From an optimization exercise on the open Yosys and OpenROAD flow, aimed at small area; shortcuts taken in it are not production practice.
Where RTL was checked, it was by simulation tests only, not by an equivalence proof against the original.

==> inputs of onyx <==
## MBF
module MBF(CLK, RESET, IN_VALID, IN_DATA, X_DATA, Y_DATA, OUT_VALID);
  input CLK;
  input RESET;
  input IN_VALID;
  input [12:0] IN_DATA;
  output [12:0] X_DATA;
  output [12:0] Y_DATA;
  output OUT_VALID;
  reg [12:0] r0;
  reg [12:0] r1;
  reg [12:0] r2;
  reg [12:0] r3;
  reg [12:0] r4;
  reg [12:0] r5;
  reg [12:0] r6;
  reg [12:0] r7;
  reg [12:0] r8;
  reg [12:0] r9;
  reg [12:0] r10;
  reg [12:0] r11;
  reg [12:0] r12;
  reg [12:0] r13;
  reg [12:0] r14;
  wire [11:0] sy, sx;
  wire rst_n = ~RESET;
  wire en = IN_VALID & rst_n;
  wire [12:0] r0_d;
  wire [12:0] r1_d;
  wire [12:0] r2_d;
  wire [12:0] r3_d;
  wire [12:0] r4_d;
  wire [12:0] r5_d;
  wire [12:0] r6_d;
  wire [12:0] r7_d;
  wire [12:0] r8_d;
  wire [12:0] r9_d;
  wire [12:0] r10_d;
  wire [12:0] r11_d;
  wire [12:0] r12_d;
  wire [12:0] r13_d;
  wire [12:0] r14_d;
  MBF_nand2 ur0_0 (.a(IN_DATA[0]), .b(en), .y(r0_d[0]));
  MBF_nand2 ur0_1 (.a(IN_DATA[1]), .b(en), .y(r0_d[1]));
  MBF_nand2 ur0_2 (.a(IN_DATA[2]), .b(en), .y(r0_d[2]));
  MBF_nand2 ur0_3 (.a(IN_DATA[3]), .b(en), .y(r0_d[3]));
  MBF_nand2 ur0_4 (.a(IN_DATA[4]), .b(en), .y(r0_d[4]));
  MBF_nand2 ur0_5 (.a(IN_DATA[5]), .b(en), .y(r0_d[5]));
  MBF_nand2 ur0_6 (.a(IN_DATA[6]), .b(en), .y(r0_d[6]));
  MBF_nand2 ur0_7 (.a(IN_DATA[7]), .b(en), .y(r0_d[7]));
  MBF_nand2 ur0_8 (.a(IN_DATA[8]), .b(en), .y(r0_d[8]));
  MBF_nand2 ur0_9 (.a(IN_DATA[9]), .b(en), .y(r0_d[9]));
  MBF_nand2 ur0_10 (.a(IN_DATA[10]), .b(en), .y(r0_d[10]));
  MBF_nand2 ur0_11 (.a(IN_DATA[11]), .b(en), .y(r0_d[11]));
  MBF_nand2 ur0_12 (.a(IN_DATA[12]), .b(en), .y(r0_d[12]));
  MBF_nor2 ur1_0 (.a(r0[0]), .b(RESET), .y(r1_d[0]));
  MBF_nor2 ur1_1 (.a(r0[1]), .b(RESET), .y(r1_d[1]));
  MBF_nor2 ur1_2 (.a(r0[2]), .b(RESET), .y(r1_d[2]));
  ...
clock: 7.0 ns
lec_check: 0
cap_margin: 20
core_margin: 2
core_utilization: 50
cts_buf_list: sky130_fd_sc_hd__clkbuf_8
cts_cluster_diameter: 50
cts_cluster_size: 20
slew_margin: 20
synth_hierarchical: 1
standard.sh (not shown) runs the stock make flow with config.mk's settings and CLKGATE_MAP_FILE= SYNTH_SCRIPT=/design/flow/synth_recipe.tcl, a recipe that flattens the netlist after the stock synthesis.
==> flow/flow/run.sh <==
#!/bin/bash
# The standard layout, with the port buffers that global placement inserts made from the
# smallest buffer cell. The make output goes to flow_make.log; ORFS keeps each step's own
# log under orfs/logs/.
set -euo pipefail
export BUFFER_PORTS_ARGS="-buffer_cell sky130_fd_sc_hd__buf_1"
bash standard.sh finish > flow_make.log 2>&1
==> delta (differences from onyx) <==
==> flow/run.sh (new file) <==
#!/bin/bash
# synth_recipe.tcl (not shown) runs the flow's synth.tcl, then flattens the netlist and writes it again
# the make line also repeats each setting of config.mk as NAME=value (left out here)
make -C /OpenROAD-flow-scripts/flow DESIGN_CONFIG=/design/flow/config.mk WORK_HOME=/design/flow/orfs CLKGATE_MAP_FILE= SYNTH_SCRIPT=/design/flow/synth_recipe.tcl finish
removed: flow/flow/run.sh
removed: flow/standard.sh
==> qor summary <==
Status: onyx complete, no violations; delta complete, no violations
# placed instances: onyx 1594; delta 1596
Placed cell area: onyx 16100 um2; delta 16400 um2
Total of fill cells in the finished design: onyx 2554; delta 2528
Clock buffer and inverter area fraction after layout: onyx 0.0399; delta 0.0394
Beginning of the worst hold path: onyx r0[6]; delta r0[9]
Worst Clk Skew: onyx 0.0289 ns; delta 0.0202 ns
Fraction of area in multi-input gates: onyx 0.593; delta 0.585
DRC violation total after the first TritonRoute iteration: onyx 549; delta 534
Antenna violations before repair: onyx 0; delta 1
Via count of the first global-routing pass: onyx 9210; delta 9137
Function was not checked in any run of this note: the RTL went through the layout flow alone.

==> run a <==
Another version of the RTL of MBF (not shown whole).
==> flow/config.mk <==
export PLATFORM = sky130hd
export DESIGN_NAME = MBF
export DESIGN_NICKNAME = MBF
export VERILOG_FILES = /design/flow/design.v
export SDC_FILE = /design/flow/constraint.sdc
export NUM_CORES = 4
export LEC_CHECK = 0
export CAP_MARGIN = 20
export CORE_MARGIN = 2
export CORE_UTILIZATION = 50
export CTS_BUF_LIST = sky130_fd_sc_hd__clkbuf_8
export CTS_CLUSTER_DIAMETER = 50
export CTS_CLUSTER_SIZE = 20
export SLEW_MARGIN = 20
export SYNTH_HIERARCHICAL = 1
==> flow/constraint.sdc <==
create_clock -name core_clock -period 7.0 [get_ports {CLK}]
set_input_delay 1.4000 -clock core_clock [delete_from_list [all_inputs] [get_ports {CLK}]]
set_output_delay 1.4000 -clock core_clock [all_outputs]
set_load 0.01 [all_outputs]
==> flow/flow/run.sh <==
#!/bin/bash
# The standard layout, with the port buffers that global placement inserts made from the
# smallest buffer cell, and clock tree synthesis without dummy loads. The make output goes to
# flow_make.log; ORFS keeps each step's own log under orfs/logs/.
set -euo pipefail
export BUFFER_PORTS_ARGS="-buffer_cell sky130_fd_sc_hd__buf_1"
export CTS_ARGS="-sink_clustering_enable -repair_clock_nets -dont_use_dummy_load -buf_list sky130_fd_sc_hd__clkbuf_8 -sink_clustering_size 20 -sink_clustering_max_diameter 50"
bash standard.sh finish > flow_make.log 2>&1
==> run b: changes against run a <==
==> flow/flow/run.sh (replaced) <==
#!/bin/bash
# The standard layout, with the port buffers that global placement inserts made from the
# smallest buffer cell, resizer changes from timing-driven placement not kept, and clock
# tree synthesis without dummy loads. The make output goes to
# flow_make.log; ORFS keeps each step's own log under orfs/logs/.
set -euo pipefail
export BUFFER_PORTS_ARGS="-buffer_cell sky130_fd_sc_hd__buf_1"
export GPL_KEEP_OVERFLOW=0
export CTS_ARGS="-sink_clustering_enable -repair_clock_nets -dont_use_dummy_load -buf_list sky130_fd_sc_hd__clkbuf_8 -sink_clustering_size 24 -sink_clustering_max_diameter 60"
bash standard.sh finish > flow_make.log 2>&1
==> run c: changes against run a <==
==> flow/flow/run.sh (replaced) <==
#!/bin/bash
# The standard layout, with the port buffers that global placement inserts made from the
# smallest buffer cell. The make output goes to flow_make.log; ORFS keeps each step's own
# log under orfs/logs/.
set -euo pipefail
export BUFFER_PORTS_ARGS="-buffer_cell sky130_fd_sc_hd__buf_1"
bash standard.sh finish > flow_make.log 2>&1
==> qor summary <==
| quantity | run c | run a | run b |
|---|---|---|---|
| Result of the run | no timing/DRC/antenna violations | no timing/DRC/antenna violations | no timing/DRC/antenna violations |
| Worst reg2reg startpoint | r7[6]$_DFF_P_ | r7[6]$_DFF_P_ | r11[8]$_DFF_P_ |
| Area used by sequential logic in the layout | 0.00459 mm^2 | 0.00459 mm^2 | 0.00459 mm^2 |
| Num CTS Buffers | 25 | 25 | 23 |
| Startpoint of the most critical hold path | r0[1]$_DFF_P_ | r0[1]$_DFF_P_ | r0[0]$_DFF_P_ |
| Worst clock skew on the final layout | 0.0384 ns | 0.0883 ns | 0.0718 ns |
| Final HPWL DP | 31.9 mm | 31.9 mm | 31.4 mm |
| Average wire per standard cell | 22.8 um | 22.9 um | 22.9 um |
| Maximum number of pins on one net before global-route repair | 70 | 70 | 82 |
| Amount of wire on met2 after detailed routing | 15.9 mm | 15.8 mm | 15.9 mm |
| RSZ-0062 raised after global routing | no | - | no |
| Initial DRC count | 498 | 509 | 523 |
| Hold WS | 0.385 ns | 0.376 ns | 0.375 ns |
| Final WL | 37.2 mm | 36.9 mm | 36.1 mm |
| Clk pin slew, worst setup/hold paths | 0.11 ns | 0.11 ns | 0.12 ns |
| Net count reported at finish | 1,678 | 1,678 | 1,642 |
| Global routing met2 resource utilization | 35.8% | 35.6% | 35.2% |
| Destination of the worst hold path | r1[1]$_DFF_P_ | r1[1]$_DFF_P_ | r1[0]$_DFF_P_ |

==> 07-16 <==
Another version of the RTL of MBF (not shown whole).
Design MBF, start of the top module:
module MBF(CLK, RESET, IN_VALID, IN_DATA, X_DATA, Y_DATA, OUT_VALID);
clock: 7.0 ns
lec_check: 0
cap_margin: 20
core_margin: 2
core_utilization: 40
cts_buf_list: sky130_fd_sc_hd__clkbuf_4
cts_cluster_size: 12
slew_margin: 20
synth_hierarchical: 1
run.sh (not shown) runs the stock make flow with config.mk's settings and CLKGATE_MAP_FILE= SYNTH_SCRIPT=/design/flow/synth_recipe.tcl, a recipe that flattens the netlist after the stock synthesis.
Stock flow here: none of the scripts above is used.
==> 04-15: changes against 07-16 <==
CTS_BUF_LIST = sky130_fd_sc_hd__clkbuf_16   (was sky130_fd_sc_hd__clkbuf_4)
CTS_CLUSTER_DIAMETER = 80   (was default)
CTS_CLUSTER_SIZE = 40   (was 12)
==> results.py <==
metrics = {
    "outcome": {
        "status": "complete, no violations",
    },
    "setup_path": {
        "max_stage_delay_ns": 0.62,
    },
    "finish": {
        "layout-drive-gt1-share_pct": 9.98,
        "multi_input_area_share_pct": 57.9,
    },
    "sta": {
        "tightest_slew_ns": 0.862,
    },
    "detailed_routing": {
        "vias_per_cell": 4.63,
    },
}
That was 07-16.
==> results.py <==
metrics = {
    "finish": {
        "inv_count": 165,
    },
    "setup_path": {
        "max_stage_delay_ns": 0.61,
        "r2r-start": "r3[8]",
    },
    "min_path": {
        "hold_end": "r2[9]",
    },
    "outcome": {
        "status": "complete, no violations",
    },
    "yosys": {
        "synth_cells": 1191,
    },
}
That was 04-15.

==> job 3904 <==
MBF with an RTL version that a note above also has.
==> flow/config.mk <==
export PLATFORM = sky130hd
export DESIGN_NAME = MBF
export DESIGN_NICKNAME = MBF
export VERILOG_FILES = /design/flow/design.v
export SDC_FILE = /design/flow/constraint.sdc
export NUM_CORES = 4
export LEC_CHECK = 0
export CAP_MARGIN = 20
export CORE_MARGIN = 2
export CORE_UTILIZATION = 50
export CTS_BUF_LIST = sky130_fd_sc_hd__clkbuf_8
export CTS_CLUSTER_DIAMETER = 50
export CTS_CLUSTER_SIZE = 20
export SLEW_MARGIN = 20
export SYNTH_HIERARCHICAL = 1
==> flow/constraint.sdc <==
create_clock -name core_clock -period 7.0 [get_ports {CLK}]
set_input_delay 1.4000 -clock core_clock [delete_from_list [all_inputs] [get_ports {CLK}]]
set_output_delay 1.4000 -clock core_clock [all_outputs]
set_load 0.01 [all_outputs]
standard.sh (not shown) runs the stock make flow with config.mk's settings and CLKGATE_MAP_FILE= SYNTH_SCRIPT=/design/flow/synth_recipe.tcl, a recipe that flattens the netlist after the stock synthesis.
==> flow/flow/run.sh <==
#!/bin/bash
# The standard layout, with the port buffers that global placement inserts made from the
# smallest buffer cell, resizer changes from timing-driven placement not kept, and clock
# tree synthesis without dummy loads. The make output goes to
# flow_make.log; ORFS keeps each step's own log under orfs/logs/.
set -euo pipefail
export BUFFER_PORTS_ARGS="-buffer_cell sky130_fd_sc_hd__buf_1"
export GPL_KEEP_OVERFLOW=0
export CTS_ARGS="-sink_clustering_enable -repair_clock_nets -dont_use_dummy_load -buf_list sky130_fd_sc_hd__clkbuf_8 -sink_clustering_size 28 -sink_clustering_max_diameter 60"
bash standard.sh finish > flow_make.log 2>&1
==> job 4644 (differences from job 3904) <==
==> flow/flow/run.sh (replaced) <==
#!/bin/bash
# The standard layout, with the port buffers that global placement inserts made from the
# smallest buffer cell, and clock tree synthesis without dummy loads. The make output goes to
# flow_make.log; ORFS keeps each step's own log under orfs/logs/.
set -euo pipefail
export BUFFER_PORTS_ARGS="-buffer_cell sky130_fd_sc_hd__buf_1"
export CTS_ARGS="-sink_clustering_enable -repair_clock_nets -dont_use_dummy_load -buf_list sky130_fd_sc_hd__clkbuf_8 -sink_clustering_size 20 -sink_clustering_max_diameter 50"
bash standard.sh finish > flow_make.log 2>&1
GPL_TIMING_DRIVEN = 0   (was unset)
==> job 6576 (differences from job 3904) <==
==> flow/flow/run.sh (replaced) <==
#!/bin/bash
# The standard layout, with the port buffers that global placement inserts made from the
# smallest buffer cell, and clock tree synthesis without dummy loads. The make output goes to
# flow_make.log; ORFS keeps each step's own log under orfs/logs/.
set -euo pipefail
export BUFFER_PORTS_ARGS="-buffer_cell sky130_fd_sc_hd__buf_1"
export CTS_ARGS="-sink_clustering_enable -repair_clock_nets -dont_use_dummy_load -buf_list sky130_fd_sc_hd__clkbuf_16 -sink_clustering_size 30 -sink_clustering_max_diameter 60"
bash standard.sh finish > flow_make.log 2>&1
==> job 5096 (differences from job 3904) <==
==> flow/flow/run.sh (replaced) <==
#!/bin/bash
# The standard layout, with the port buffers that global placement inserts made from the
# smallest buffer cell, and clock tree synthesis without dummy loads. The make output goes to
# flow_make.log; ORFS keeps each step's own log under orfs/logs/.
set -euo pipefail
export BUFFER_PORTS_ARGS="-buffer_cell sky130_fd_sc_hd__buf_1"
export CTS_ARGS="-sink_clustering_enable -repair_clock_nets -dont_use_dummy_load -buf_list sky130_fd_sc_hd__clkbuf_8 -sink_clustering_size 28 -sink_clustering_max_diameter 60"
bash standard.sh finish > flow_make.log 2>&1
==> reports/results.ini <==
[timing]
worst_hold_slack_ps=364

[global_route]
grt_use_met1_pct=38.2
grt_pass1_wl_mm=55.9

[critical_path]
cp.required_ps=7390

[clock_tree]
clk_pin_slew_ps=100

[placement]
place_area_sq_um=16100

[outcome]
outcome=no timing/DRC/antenna violations

[routing]
dr_wl_met2_mm=15.9

[final_layout]
layout.nonclk_buf_share_pct=2.81

Source of the figures above: job 5096

==> reports/results.ini <==
[global_route]
grt_use_met1_pct=35.6

[final_layout]
layout.nonclk_buf_share_pct=2.89

[placement]
place_area_sq_um=16100

[outcome]
outcome=no timing/DRC/antenna violations

[routing]
dr_wl_met2_mm=15.3

Source of the figures above: job 4644

==> reports/results.ini <==
[outcome]
outcome=no timing/DRC/antenna violations

[final_layout]
layout.nonclk_buf_share_pct=2.77

[routing]
dr_wl_met2_mm=15.9

[timing]
worst_hold_slack_ps=374

[placement]
place_area_sq_um=16100

[global_route]
grt_pass1_wl_mm=56.0

Source of the figures above: job 6576

==> reports/results.ini <==
[clock_tree]
clk_pin_slew_ps=120

[placement]
place_area_sq_um=15900

[routing]
dr_wl_met2_mm=15.9

[timing]
worst_hold_slack_ps=375

[final_layout]
layout.nonclk_buf_share_pct=1.65

[outcome]
outcome=no timing/DRC/antenna violations

Source of the figures above: job 3904


==> inputs of v15 <==
MBF, a different RTL version from the one above (not shown whole).
Settings: LEC_CHECK=0, CAP_MARGIN=20, CORE_MARGIN=2, CORE_UTILIZATION=40, SLEW_MARGIN=20, SYNTH_HIERARCHICAL=1; clock period 7.0 ns.
run.sh (not shown) runs the stock make flow with config.mk's settings and CLKGATE_MAP_FILE= SYNTH_SCRIPT=/design/flow/synth_recipe.tcl, a recipe that flattens the netlist after the stock synthesis.
Stock flow here: none of the scripts above is used.
==> inputs of v18, as changes to v15 <==
--- a/flow/config.mk
+++ b/flow/config.mk
@@ -9,3 +9,5 @@
 export CORE_MARGIN = 2
-export CORE_UTILIZATION = 40
+export CORE_UTILIZATION = 60
+export CTS_BUF_LIST = sky130_fd_sc_hd__clkbuf_2 sky130_fd_sc_hd__clkbuf_4
+export CTS_CLUSTER_SIZE = 20
 export SLEW_MARGIN = 20
==> summary.txt <==
- In v15 the wire length is smaller than in v18, by about 4%.
- In v18 the register-to-register slack is lower than in v15, by 0.02 ns.
- Synthesized cell count is the same in v18 and v15.
- Against v15, the utilization of v18 is higher by 22 points.
- Synthesized area is the same in v18 and v15.
- Of v18 and v15, v15 has the higher final cell count (gap 7.3%, measured against v15).
- Against v18, the hold slack of v15 is better by 0.0062 ns.
==> figures <==
Maximum number of pins on one net before global-route repair: v18 94; v15 135
Number of stages on the worst setup path: v18 11; v15 12
Count of standard-cell rows: v18 63; v15 77
Layout Utilization: v18 67.3%; v15 45.7%
Effective utilization at floorplan: v18 61.0%; v15 40.7%
Area share of buffers outside the clock network: v18 3.91%; v15 3.12%
Final standard cell area without fillers: v18 20000 um^2; v15 20300 um^2
Fraction of the cycle the final worst path needs: v18 97.6%; v15 97.0%
Sequential Area: v18 5160 um^2; v15 5150 um^2
All-Layer GR Usage: v18 31.5%; v15 20.0%
Detailed route wirelength on metal3: v18 5.26 mm; v15 1.69 mm
Count of non-CTS buffers in the layout: v18 90; v15 71
Met1 layer wirelength in the final routing: v18 18.8 mm; v15 18.1 mm
Crit path launch: v18 r3[10]; v15 r3[11]
Number of fillers in the final layout: v18 2060; v15 3872
Result of the run: v18 no timing/DRC/antenna violations; v15 no timing/DRC/antenna violations
Placed Instances: v18 1464; v15 1653
Clock transition at the registers of the reported paths: v18 0.07 ns; v15 0.06 ns

[static timing again, ports no longer ideal]
Ports are ideal in the flow. The routed layouts listed here were re-timed in OpenROAD.
Step 1 sets driving cells, clkbuf_16 on the clock port and buf_2 on the other inputs (assumed; they add their load-dependent delay and slew).
Step 2 also shifts input and output timing later by t, the mid clock arrival at the registers, as if the neighbouring blocks saw the same clock.
Three values: no drivers, after step 1, after step 2; two values: the first two.
run	t, ns	setup slack, ns	slew at the worst register clock pin (ns)
onyx	0.647	0.153 / 0.153 / 0.153	0.11 / 0.11
delta	0.647	0.206 / 0.206 / 0.206	0.10 / 0.10
run a	0.607	0.219 / 0.219 / 0.219	0.11 / 0.11
run b	0.607	0.211 / 0.211 / 0.211	0.12 / 0.12
run c	0.633	0.208 / 0.208 / 0.208	0.11 / 0.11
07-16	0.761	0.371 / 0.320 / 0.421	0.08 / 0.08
04-15	0.590	0.192 / 0.138 / 0.399	0.10 / 0.10
job 3904	0.607	0.211 / 0.211 / 0.211	0.12 / 0.12
job 4644	0.598	0.186 / 0.186 / 0.186	0.11 / 0.11
job 6576	0.545	0.219 / 0.219 / 0.219	0.08 / 0.08
job 5096	0.574	0.237 / 0.237 / 0.237	0.11 / 0.11
v15	0.602	0.210 / 0.157 / 0.348	0.07 / 0.07
v18	0.772	0.165 / 0.120 / 0.327	0.08 / 0.08
After both steps every run listed still meets setup and hold.
